This is an optimization exercise on Yosys and OpenROAD, whose aim is small area and a short achievable clock period, not a production implementation. No run shown here included a check of the RTL's function; only the layout flow was run. Power is estimated from default activity; no workload was simulated.

==> flow/design.v (outline; a module is shown in full before it is edited, if it fits) <==
// module rdy_gate: 6 lines
// module nor2c: 3 lines
// module rdy_t2: 3 lines
// module and2c: 3 lines
// module nor3m: 3 lines
// module ao_en: 3 lines
// module perceptron_ctrl: 33 lines
// module perceptron_dp: 1103 lines
// module booth_enc: 4 lines
// module ao22m: 3 lines
// module oa22m: 3 lines
// module invm: 3 lines
// module oai22m: 3 lines
// module nor2m: 3 lines
// module or2m: 3 lines
// module xor2m: 3 lines
// module xnor2m: 3 lines
// module fa: 4 lines
// module ha: 4 lines
// module perceptron_top: 44 lines
module perceptron_top #(
    parameter WIDTH = 16
  ) (
    input clk,
    input reset,
    input      val_i,
    output     rdy_o,
    output     val_o,
    input      rdy_i,
    input  [1:0] W1W0b_en_i,
    input        b_i,
    input        W0_i,
    input        W1_i,
    input signed [WIDTH-1:0] X0_i,
    input signed [WIDTH-1:0] X1_i,
    output     Y_o
);
  // ...
==> flow/flow/run.sh <==
#!/bin/bash
# The standard layout (standard.sh: unchanged synthesis and steps), with
#  - the port buffers made of a plain buffer cell instead of the delay buffer
#    that buffer_ports picks by default, and
#  - setup repair limited to resizing gates and swapping pins (no buffer
#    insertion or gate cloning).
# ORFS keeps each step's full log under orfs/logs/; make's own output goes to
# make.log here.
set -euo pipefail
bash standard.sh BUFFER_PORTS_ARGS="-buffer_cell sky130_fd_sc_hd__buf_1" \
  SETUP_MOVE_SEQUENCE="unbuffer,sizeup,swap" finish > make.log 2>&1
==> flow/standard.sh <==
#!/bin/bash
# synth_recipe.tcl (not shown) runs the flow's synth.tcl, then flattens the netlist and writes it again
# the make line also repeats each setting of config.mk as NAME=value (left out here)
make -C /OpenROAD-flow-scripts/flow DESIGN_CONFIG=/design/flow/config.mk WORK_HOME=/design/flow/orfs CLKGATE_MAP_FILE= SYNTH_SCRIPT=/design/flow/synth_recipe.tcl "${@:-finish}"
==> flow/config.mk <==
export PLATFORM = sky130hd
export DESIGN_NAME = perceptron_top
export DESIGN_NICKNAME = perceptron_top
export VERILOG_FILES = /design/flow/design.v
export SDC_FILE = /design/flow/constraint.sdc
export NUM_CORES = 4
export LEC_CHECK = 0
export CAP_MARGIN = 20
export CORE_MARGIN = 2
export CORE_UTILIZATION = 55
export CTS_BUF_LIST = sky130_fd_sc_hd__clkbuf_8
export SETUP_SLACK_MARGIN = 4.75
export SLEW_MARGIN = 20
export SYNTH_HIERARCHICAL = 1
export SYNTH_MINIMUM_KEEP_SIZE = 0
==> flow/constraint.sdc <==
create_clock -name core_clock -period 9.0 [get_ports {clk}]
set_input_delay 1.8000 -clock core_clock [delete_from_list [all_inputs] [get_ports {clk}]]
set_output_delay 1.8000 -clock core_clock [all_outputs]
set_load 0.01 [all_outputs]
==> impl_metrics.ini, run 1 <==
[layout]
drive_gt1_share_pct = 19.1
nMultiInputCombCells = 1107
final_common_cell = xor2_1
fillers = 2104
multi_input_comb_area_um2 = 12000
inv_count = 9

[drt]
post_drt_wl_per_cell_um = 27.3
wl_um = 45100
met2WireLength_um = 22000

[logic_synthesis]
yosysTopAreaCellShare_pct = 34.4
synthAdderAreaFrac_pct = 36.7
syn-cell-area_um2 = 13900
synth-simple-area-share_pct = 3.63
ys_seq_area_share_pct = 17.9
synthTopCellsByArea = fa_1 34%, dfxtp_1 18%, xor2_1 16%
postSynthCellCount = 1236

[critical_path]
cp_max_fo = 19
cp-end-kind = flip-flop
critical_path.top_delay_family = adder cells

[floorplanning]
top_level_ports = 44
die-area_um2 = 26600

[sta]
finalClockSkew_ns = 0.0332
fin_tns_setup_ns = 0
finalHoldWorstSlack_ns = 0.478
post-route-period-util_pct = 48.0
fmax_ghz = 0.231

[global_routing]
grt_max_degree = 51
gr-usage-met2_pct = 57.7

[place]
dp_slack_ns = 4.20
dp.cells = 1620
gp_congestion = 0.884

[status]
status = no timing/DRC/antenna violations

[power]
cellPowerDensity_nw_per_um2 = 500
seq_power_mw = 1.14
clkPwrFrac_pct = 7.1
sw_frac_of_total_pct = 44.2

[clock_network]
ctsHoldBuffers = 0
cts_setup_buffers = 0
cts_buffer_depth = 2
==> run 2: changes to the inputs <==
--- a/flow/design.v
+++ b/flow/design.v
@@ -1104,22 +1104,23 @@
 assign P1158 = q1156 & q1154;
 assign g1159 = c713 & s740;
 assign q1160 = c713 | s740;
 assign g1161 = c741 & s768;
 assign q1162 = c741 | s768;
 assign G1163 = g1161 | (q1162 & g1159);
 assign P1164 = q1162 & q1160;
 reg [26:0] cs;
-wire [26:0] cs_new = {P1133, G1132, P1146, G1145, P1158, G1157, s988, c969, s968, c945, s944, c921, s920, c893, s892, c865, s864, c833, s832, c801, s800, c769, P1164, G1163, P1152, G1151, G1142};
-wire [26:0] cs_d;
-wire eg_hold = ~en_egress;
-ao22m u_hcs [26:0] (.a(cs_new), .b(en_egress), .c(cs), .d(eg_hold), .y(cs_d));
+reg eg_q, y_hold;
 always @ (posedge clk)
-  cs <= cs_d;
+begin
+  cs     <= {P1133, G1132, P1146, G1145, P1158, G1157, s988, c969, s968, c945, s944, c921, s920, c893, s892, c865, s864, c833, s832, c801, s800, c769, P1164, G1163, P1152, G1151, G1142};
+  eg_q   <= en_egress;
+  y_hold <= Y_o;
+end
 assign g1165 = cs[5] & cs[6];
 assign q1166 = cs[5] | cs[6];
 assign g1167 = cs[7] & cs[8];
 assign q1168 = cs[7] | cs[8];
 assign g1169 = cs[9] & cs[10];
 assign q1170 = cs[9] | cs[10];
 assign g1171 = cs[11] & cs[12];
 assign q1172 = cs[11] | cs[12];
@@ -1148,25 +1149,29 @@
 assign G1195 = G1188 | (P1189 & G1186);
 assign P1196 = P1189 & P1187;
 assign G1197 = G1192 | (P1193 & G1190);
 assign P1198 = P1193 & P1191;
 assign G1199 = G1195 | (P1196 & G1194);
 assign G1200 = cs[25] | (cs[26] & G1197);
 assign P1201 = cs[26] & P1198;
 assign G1202 = G1200 | (P1201 & G1199);
-assign Y_o = ~(1'b1 ^ G1202);
+wire y_new = ~(1'b1 ^ G1202);
+mux2m u_ysel (.a(y_new), .b(y_hold), .s(eg_q), .y(Y_o));
 endmodule
 module booth_enc (input xh, input xm, input xl, output onen, output twon);
   assign onen = ~(xm ^ xl);
   assign twon = ~((xh ^ xm) & ~(xm ^ xl));
 endmodule
 module ao22m (input a, input b, input c, input d, output y);
   assign y = (a & b) | (c & d);
 endmodule
+module mux2m (input a, input b, input s, output y);
+  assign y = s ? a : b;
+endmodule
 module oa22m (input a, input b, input c, input d, output y);
   assign y = (a | b) & (c | d);
 endmodule
 module invm (input a, output y);
   assign y = ~a;
 endmodule
 module oai22m (input a, input b, input c, input d, output y);
   assign y = ~((a | b) & (c | d));
==> flow/config.mk (replaced) <==
export PLATFORM = sky130hd
export DESIGN_NAME = perceptron_top
export DESIGN_NICKNAME = perceptron_top
export VERILOG_FILES = /design/flow/design.v
export SDC_FILE = /design/flow/constraint.sdc
export NUM_CORES = 4
export LEC_CHECK = 0
export CAP_MARGIN = 20
export CORE_MARGIN = 2
export CORE_UTILIZATION = 55
export CTS_BUF_LIST = sky130_fd_sc_hd__clkbuf_8
export SETUP_SLACK_MARGIN = 4.6
export SLEW_MARGIN = 20
export SYNTH_HIERARCHICAL = 1
export SYNTH_MINIMUM_KEEP_SIZE = 0
==> run 2 against run 1 <==
Net effect: combinational power decreased by 21%; global-route usage decreased by 0.90 points; clock skew decreased by 0.0068 ns; register-to-register slack got worse by 0.06 ns; synthesized cell count decreased by 1.9%; sequential share of layout area decreased by 0.19 points; still clean on timing, DRC and antenna; critical path type unchanged; wire length decreased by 4.2%; sequential power decreased by 13%; power decreased by 18%.
==> impl_metrics.ini, run 2 <==
[sta]
fin_tns_setup_ns = 0
hold_viol_final = 0
fmax_ghz = 0.228
rsz0062_at_grt = yes
period_minus_slack_ns = 4.39
post-route-period-util_pct = 48.7
setup_violations = 0
setup_slack_ns = 4.61
relSlewSlack_pct = 42.8
finalClockSkew_ns = 0.0264
worstMarginPinSlew_ns = 0.856
drv_slew = 0

[critical_path]
cp_max_fo = 11
cp-end-kind = flip-flop
crit_path_start_kind = flip-flop
r2r_end = dp.cs[23]
crit_required_ns = 9.37
critPathBufInv = 1
crit_top_cell = fa_1
r2r_setup_slack_ns = 4.61
crit_end = dp.cs[23]
cp_slowest_cell = dfxtp_2
reg2reg_from = dp.neg1[4]
startpoint = dp.neg1[4]
ff2ff_path_depth = 11
cp.arrival_ns = 4.76
crit_cells = 11
path_class = flip-flop to flip-flop
critical_path.top_delay_family = adder cells
path_cells = buf_4 > xor2_1 > fa_1 > fa_1 > fa_1 > fa_1 > fa_1 > fa_1 > a31oi_1 > nor2_1 > maj3_1
slowest_delay_ns = 0.61

[floorplanning]
top_level_ports = 44
start_util_pct = 56.3
die_w_um = 162
die-area_um2 = 26300
coreArea_um2 = 24500
die_h_um = 162
placementRows = 57

[clock_network]
insertion_delay_ns = 0.49
cts_root_buffer = clkbuf_8
cts_setup_buffers = 0
numClockSinks = 127
htree_levels = 4
cts_buffer_depth = 2
clkSlewWorstSetupHoldPaths_ns = 0.11
tritoncts = done
cts_made_buffers = 17
ctsHoldBuffers = 0

[logic_synthesis]
synth_seq_cells = 127
yosysTopAreaCellShare_pct = 34.9
synth_most_common_cell = o22ai_1
async_flop_share_pct = 0
syn-cell-area_um2 = 13800
postSynthCellCount = 1213
ys_top_cells_by_count = 259 x o22ai_1, 256 x xor2_1, 240 x fa_1
synth_ff_type = dfxtp_1
synth.avg_cell_area_um2 = 11.3
ys_seq_area_share_pct = 18.5
synth_edf_count = 0
synthTopCellsByArea = fa_1 35%, dfxtp_1 18%, xor2_1 16%
synth_cell_types = 48
ys.warnings.count = 8
synth_area_leader_cell = fa_1

[layout]
diodes = 0
largest_reg_flops = 27
stdcell_area_um2 = 15100
top_register = dp.cs
drive_gt1_share_pct = 11.5
syn_to_final_growth_pct = 9.62
fin_nets = 1613
final_common_cell = o22ai_1
final_cell_mix = 259 x o22ai_1, 256 x xor2_1, 240 x fa_1

[hold_path]
hp-class = flip-flop to flip-flop
whs_path_depth = 1

[power]
max-vdd-ir-drop_mv = 0.516
cellPowerDensity_nw_per_um2 = 428
power_leakage_nw = 6.60

[place]
gp_congestion = 0.941
io_buffers = 43
placed_cell_area_um2 = 14600
post-dp-hpwl_um = 31100
dp_slack_ns = 4.26

[job]
max-cap-violations = 0

[global_routing]
antenna_found_initial = 0
grt.total_usage_pct = 34.3
grt_pass1_wl_um = 67800
grt_overflow_total = 0
grt_pass1_vias = 11400
grt_max_degree = 51

[status]
status = no timing/DRC/antenna violations

[drt]
drc = 0
drt.antenna.violating_nets = 0
drtIter0Drc = 1389
drt_first_pass_iters = 6
wl_um = 43200
drt-vias-per-instance = 6.72
post_drt_wl_per_cell_um = 26.2
via_count = 11100
[run 2: changes by cell type in the layout (fill, tap and decap cells not counted), moves of 5 or more]
| cell | previous run | this run |
|---|---|---|
| o22ai_2 | 34 | 0 |
| xor2_1 | 244 | 256 |
| o22ai_4 | 5 | 0 |
| a22o_1 | 91 | 64 |
| a21oi_1 | 8 | 14 |
| dfxtp_1 | 47 | 65 |
| dfxtp_4 | 75 | 3 |
| fa_1 | 190 | 240 |
| o22ai_1 | 223 | 259 |
| xor2_2 | 12 | 0 |
| dfxtp_2 | 3 | 59 |
| fa_2 | 50 | 0 |
| buf_4 | 5 | 28 |
[run 2: stage by stage]
step / power [mW] / hold slack, ns / std cells / util, %
floorplan: 4.61 / 0.439 / 1218 / -
global placement: 5.84 / 0.437 / 1614 / 59.6
detailed placement: 5.98 / 0.437 / 1614 / 59.6
CTS: 6.55 / 0.462 / 1646 / 61.6
global route: 7.22 / 0.485 / 1646 / 61.7
finish: 6.46 / 0.460 / 1646 / 61.7
[run 2: modules after synthesis, one instance, submodules excluded, excerpt]
module | cell area, um^2 | cells inside | copies in the design
perceptron_dp | 3020 | 212 | 1
perceptron_ctrl | 92.6 | 8 | 1
booth_enc | 30.0 | 4 | 16
fa | 20.0 | 1 | 240
mux2m | 15.0 | 1 | 1
ha | 12.5 | 1 | 23
ao_en | 11.3 | 2 | 1
nor3m | 10.0 | 1 | 1
oa22m | 8.76 | 1 | 32
xor2m | 8.76 | 1 | 256
xnor2m | 8.76 | 1 | 25
or2m | 6.26 | 1 | 9
nor2m | 3.75 | 1 | 16
[run 2: kinds of logic (layout without fill, tap and decap cells)]
logic type	Yosys count	count (layout)	share of synthesized area [%]
other	1	6	0.0272
AND/OR/NAND/NOR	94	94	3.76
buffers and inverters	9	113	0.245
multiplexers	2	2	0.182
flip-flops	127	127	18.5
AO/OA/AOI/OAI	417	417	21.2
adder cells (fa/ha/maj)	266	266	37.2
XOR/XNOR	297	297	18.9
[run 2: area by class of cell]
type | instances | area [um^2]
clock inverters | 15 | 183
multi-input cells | 1082 | 11200
fillers | 2071 | 9370
inverters | 9 | 33.8
repair buffers | 72 | 383
clock buffers | 17 | 234
well taps | 324 | 405
flip-flops and latches | 127 | 2630
[run 2: how the worst min path moves through the flow]
stage,start,end
floorplan,ctrl.val_o_reg,ctrl.val_o
global route,ctrl.val_o,dp.eg_q
finish,ctrl.val_o,dp.eg_q
detailed placement,ctrl.val_o,dp.eg_q
global placement,ctrl.val_o,dp.eg_q
CTS,ctrl.val_o,dp.eg_q
[run 2: routing by layer]
layer	wire length, um	GRT usage (%)	vias to the layer above
met1	17300	45.9	5593
li1	-	-	4751
met3	3340	5.75	131
met5	0	0	-
met4	2180	15.8	0
met2	20300	55.1	593
[run 2: power by group]
group          leakage (nW)  internal (mW)  switching [mW]
combinational          5.35           2.35            2.57
clock                 0.207          0.215           0.327
sequential             1.04          0.785           0.208
[run 2: timing repair]
action | in CTS | in global routing
endpoints found under the setup margin | 19 | 13
gates cloned | 0 | 0
resized for setup | 52 | 14

## static timing again, ports no longer ideal
How much do the figures lean on ideal ports? The routed layouts below were timed once more, with nothing changed but the port constraints. Step 1 (the two cells are an assumption about what drives the block):
set clk [get_ports {clk}]
set_driving_cell -lib_cell sky130_fd_sc_hd__clkbuf_16 $clk
set_driving_cell -lib_cell sky130_fd_sc_hd__buf_2 [delete_from_list [all_inputs] $clk]
Step 2 moves the port delays by t, midway between the first and last clock arrival at a register: inputs arrive t later, outputs are due t later. That takes back most of the time a late clock gives input paths. Slacks: ideal ports / drivers / drivers and shift; pairs: ideal ports / drivers.
run	t, ns	setup WS [ns]	clock arrival spread, ns	worst register clock-pin slew, ns	worst data-port slew with drivers (ns)
run 1	0.511	4.677 / 4.677 / 4.677	0.034 / 0.034	0.12 / 0.12	0.03
run 2	0.530	4.614 / 4.614 / 4.614	0.027 / 0.027	0.11 / 0.11	0.04
After both steps every run listed still meets setup and hold.
